This design comes from an exercise in tuning for small area and a short achievable clock period on the open sky130 flow, not from production work. Only simulation tests tie the RTL to the original design; equivalence was not proved. No driver is modelled on the clock port, so clocking that relies on it looks cheaper here than on a real chip. Power and IR drop assume default switching activity.

## CPU_16_TOP
module CPU_16_TOP(
    input clk,
    input reset,
    input [15:0] Instruction,
    output [15:0] ALU_out,
    output [15:0] Program_cout, DATA_R1, DATA_R2,
    output [3:0] ALUop, Rd,
    output ALU_z, Read_Memory, B_int
    );
    wire [3:0] op = Instruction[15:12];
    wire [3:0] rd = Instruction[11:8];
    wire [3:0] rs = Instruction[7:4];
    wire [3:0] f  = Instruction[3:0];
    wire [15:0] imm = {{12{f[3]}}, f};
    wire is_r   = (op == 4'd0);
    wire is_lw  = (op == 4'd1);
    wire is_sw  = (op == 4'd2);
    wire is_adi = (op == 4'd3);
    wire is_beq = (op == 4'd4);
    wire is_bne = (op == 4'd5);
    wire is_j   = (op == 4'd6);
    wire use_imm = is_lw | is_sw | is_adi;
    wire [3:0] aluop = is_r ? ((f[3:2] == 2'b00) ? f : 4'd0)
                     : ((is_beq | is_bne) ? 4'd1 : 4'd0);
    wire reg_we = is_r | is_lw | is_adi;
    reg [15:0] R [0:15];
    wire [15:0] rs_sel = 16'd1 << rs;
    wire [15:0] rd_sel = 16'd1 << rd;
    wire [16:0] rcol [0:15];
    genvar gb, gk;
    generate
        for (gk = 0; gk < 16; gk = gk + 1) begin : rc
            assign rcol[gk] = {|R[gk][15:4], R[gk]};
        end
    endgenerate
    wire nu = ~use_imm;
    wire [15:0] A, B, An, Bn, Bseln;
    wire bigA;
    generate
        for (gb = 0; gb < 17; gb = gb + 1) begin : rrd
            wire [5:0] na, nb;
  ...
Size in the first run: ~92,000 um^2 of cells after synthesis.
export LEC_CHECK = 0
export CAP_MARGIN = 20
export CORE_MARGIN = 2
export CORE_UTILIZATION = 65
export CTS_CLUSTER_DIAMETER = 60
export CTS_CLUSTER_SIZE = 30
export PLACE_DENSITY = 0.75
export SETUP_SLACK_MARGIN = 4
export SLEW_MARGIN = 20
export SYNTH_HIERARCHICAL = 1
export SYNTH_MINIMUM_KEEP_SIZE = 0
export TNS_END_PERCENT = 5
create_clock -name core_clock -period 11.0 [get_ports {clk}]
standard.sh (not shown) runs the stock make flow with config.mk's settings and CLKGATE_MAP_FILE= SYNTH_SCRIPT=/design/flow/synth_recipe.tcl, a recipe that flattens the netlist after the stock synthesis.
==> flow/flow/run.sh <==
#!/bin/bash
# Standard synthesis, then the standard ORFS layout with cell resizing not
# limited to same-footprint cells and a capped timing-repair effort.
set -uo pipefail
D=$(pwd)
H=$D/flow/hook.tcl
bash standard.sh synth > $D/synth.log 2>&1 || exit 1
bash standard.sh MATCH_CELL_FOOTPRINT=0 PRE_FLOORPLAN_TCL=$H PRE_CTS_TCL=$H PRE_GLOBAL_ROUTE_TCL=$H finish > $D/layout.log 2>&1
==> flow/flow/hook.tcl <==
# Timing repair as ORFS does it, with a cap on its iterations so that an
# unreachable setup margin does not keep it searching.
proc repair_timing_helper { args } {
  set additional_args {}
  append_env_var additional_args SETUP_SLACK_MARGIN -setup_margin 1
  append_env_var additional_args HOLD_SLACK_MARGIN -hold_margin 1
  append_env_var additional_args SETUP_MOVE_SEQUENCE -sequence 1
  append_env_var additional_args TNS_END_PERCENT -repair_tns 1
  append_env_var additional_args SKIP_PIN_SWAP -skip_pin_swap 0
  append_env_var additional_args SKIP_GATE_CLONING -skip_gate_cloning 0
  append_env_var additional_args SKIP_BUFFER_REMOVAL -skip_buffer_removal 0
  append_env_var additional_args SKIP_LAST_GASP -skip_last_gasp 0
  append_env_var additional_args SKIP_VT_SWAP -skip_vt_swap 0
  append_env_var additional_args SKIP_CRIT_VT_SWAP -skip_crit_vt_swap 0
  append_env_var additional_args MATCH_CELL_FOOTPRINT -match_cell_footprint 0
  lappend additional_args {*}$args -max_iterations 1500 -verbose
  log_cmd repair_timing {*}$additional_args
}
The starting point produced a clean layout.
Then changed:
--- a/flow/design.v
+++ b/flow/design.v
@@ -202,40 +202,38 @@
             end else begin : big
                 g_or2 uao (.a(ha1), .b(ha2), .y(bigA));
             end
         end
     endgenerate
     wire [15:0] sum_n, diff_n, x_add, p_add, x_sub, pn_sub;
     ks_adder #(.L(4), .CIN(0), .INVA(1), .INVB(1), .OUTN(1)) add_u (.a(An), .b(Bseln), .s(sum_n), .xo(x_add), .pq0o(p_add));
     ks_adder #(.L(4), .CIN(1), .INVA(1), .INVB(0), .OUTN(1)) sub_u (.a(An), .b(Bn), .s(diff_n), .xo(x_sub), .pq0o(pn_sub));
-    wire [3:0] d1 = 4'd1 << ~An[1:0];
-    wire [3:0] d2 = (4'd1 << ~An[3:2]) & {4{~bigA}};
-    wire [15:0] sh1, shl, bz = B;
+    wire [15:0] sh1n, shln;
     generate
         for (gb = 0; gb < 16; gb = gb + 1) begin : shf
-            wire p0, p1, q0, q1;
-            g_aoi22 u1a (.a1(bz[gb]), .a2(d1[0]), .b1(gb >= 1 ? bz[(gb+15)%16] : 1'b0), .b2(d1[1]), .y(p0));
-            g_aoi22 u1b (.a1(gb >= 2 ? bz[(gb+14)%16] : 1'b0), .a2(d1[2]), .b1(gb >= 3 ? bz[(gb+13)%16] : 1'b0), .b2(d1[3]), .y(p1));
-            g_nand2 u1 (.a(p0), .b(p1), .y(sh1[gb]));
-            g_aoi22 u2a (.a1(sh1[gb]), .a2(d2[0]), .b1(gb >= 4 ? sh1[(gb+12)%16] : 1'b0), .b2(d2[1]), .y(q0));
-            g_aoi22 u2b (.a1(gb >= 8 ? sh1[(gb+8)%16] : 1'b0), .a2(d2[2]), .b1(gb >= 12 ? sh1[(gb+4)%16] : 1'b0), .b2(d2[3]), .y(q1));
-            g_nand2 u2 (.a(q0), .b(q1), .y(shl[gb]));
+            g_mux4 u1 (.a3(Bn[gb]), .a2(gb >= 1 ? Bn[(gb+15)%16] : 1'b1),
+                       .a1(gb >= 2 ? Bn[(gb+14)%16] : 1'b1), .a0(gb >= 3 ? Bn[(gb+13)%16] : 1'b1),
+                       .s0(An[0]), .s1(An[1]), .y(sh1n[gb]));
+            g_mux4 u2 (.a3(sh1n[gb]), .a2(gb >= 4 ? sh1n[(gb+12)%16] : 1'b1),
+                       .a1(gb >= 8 ? sh1n[(gb+8)%16] : 1'b1), .a0(gb >= 12 ? sh1n[(gb+4)%16] : 1'b1),
+                       .s0(An[2]), .s1(An[3]), .y(shln[gb]));
         end
     endgenerate
     wire [15:0] andv;
     wire sel_add = (aluop[1:0] == 2'd0);
     wire sel_sub = (aluop[1:0] == 2'd1);
     wire sel_shl = (aluop[1:0] == 2'd2);
     wire sel_and = (aluop[1:0] == 2'd3);
+    wire shl_off = ~sel_shl | bigA;
     wire [15:0] other_n, res;
     generate
         for (gb = 0; gb < 16; gb = gb + 1) begin : rmux
             g_nor2 ua (.a(An[gb]), .b(Bn[gb]), .y(andv[gb]));
-            g_aoi22 uo (.a1(shl[gb]), .a2(sel_shl), .b1(andv[gb]), .b2(sel_and), .y(other_n[gb]));
+            g_a2bb2oi uo (.a1n(shln[gb]), .a2n(shl_off), .b1(andv[gb]), .b2(sel_and), .y(other_n[gb]));
             g_o221ai ur (.a1(sum_n[gb]), .a2(~sel_add), .b1(diff_n[gb]), .b2(~sel_sub), .c1(other_n[gb]), .y(res[gb]));
         end
     endgenerate
     wire [15:0] t_add_n, w_shl, w_and;
     g_inv ut0 (.a(x_add[0]), .y(t_add_n[0]));
     generate
         for (gb = 1; gb < 16; gb = gb + 1) begin : za
             g_xnor2 ut (.a(x_add[gb]), .b(p_add[gb-1]), .y(t_add_n[gb]));
=>
- via count is about the same
- worst setup slack is worse by 0.043 ns
- wire length rises by 0.77%
- die area barely changes
- power rises by 1.7%
- combinational power rises by 8.3%
- clock power stays flat
- synthesized cell count falls by 1.1%
- sequential cell count does not change
- global-route usage rises by 0.10 points
- hold slack is better by 0.037 ns

-- what the ideal ports hide --
The flow's constraints put no driver on any port. The routed layouts listed below were extracted and timed again, unchanged, in two steps.
Step 1: set_driving_cell puts a clkbuf_16 on clk and a buf_2 on each other input, an assumption about the parent block.
Step 2 adds t to the input delays and takes it off the output delays; t is the mean of the earliest and latest rising clock arrival at the registers after step 1. Input paths then give back, and output paths get back, about the clock's delay inside the block.
Three values: no drivers, after step 1, after step 2; two values: the first two.
run	t, ns	setup WS [ns]	worst hold slack (ns)	clock arrival spread, ns	worst slew at a driven data input, ns
the first run	0.891	3.386 / 3.241 / 2.682	0.611 / 0.611 / 0.611	0.061 / 0.062	0.14
the second run	0.867	3.344 / 3.266 / 2.561	0.648 / 0.648 / 0.648	0.060 / 0.059	0.13
After both steps every run listed still meets setup and hold. For the second run, which loses most, drivers alone change the setup slack by -0.078 ns; drivers and shift together by -0.783 ns.
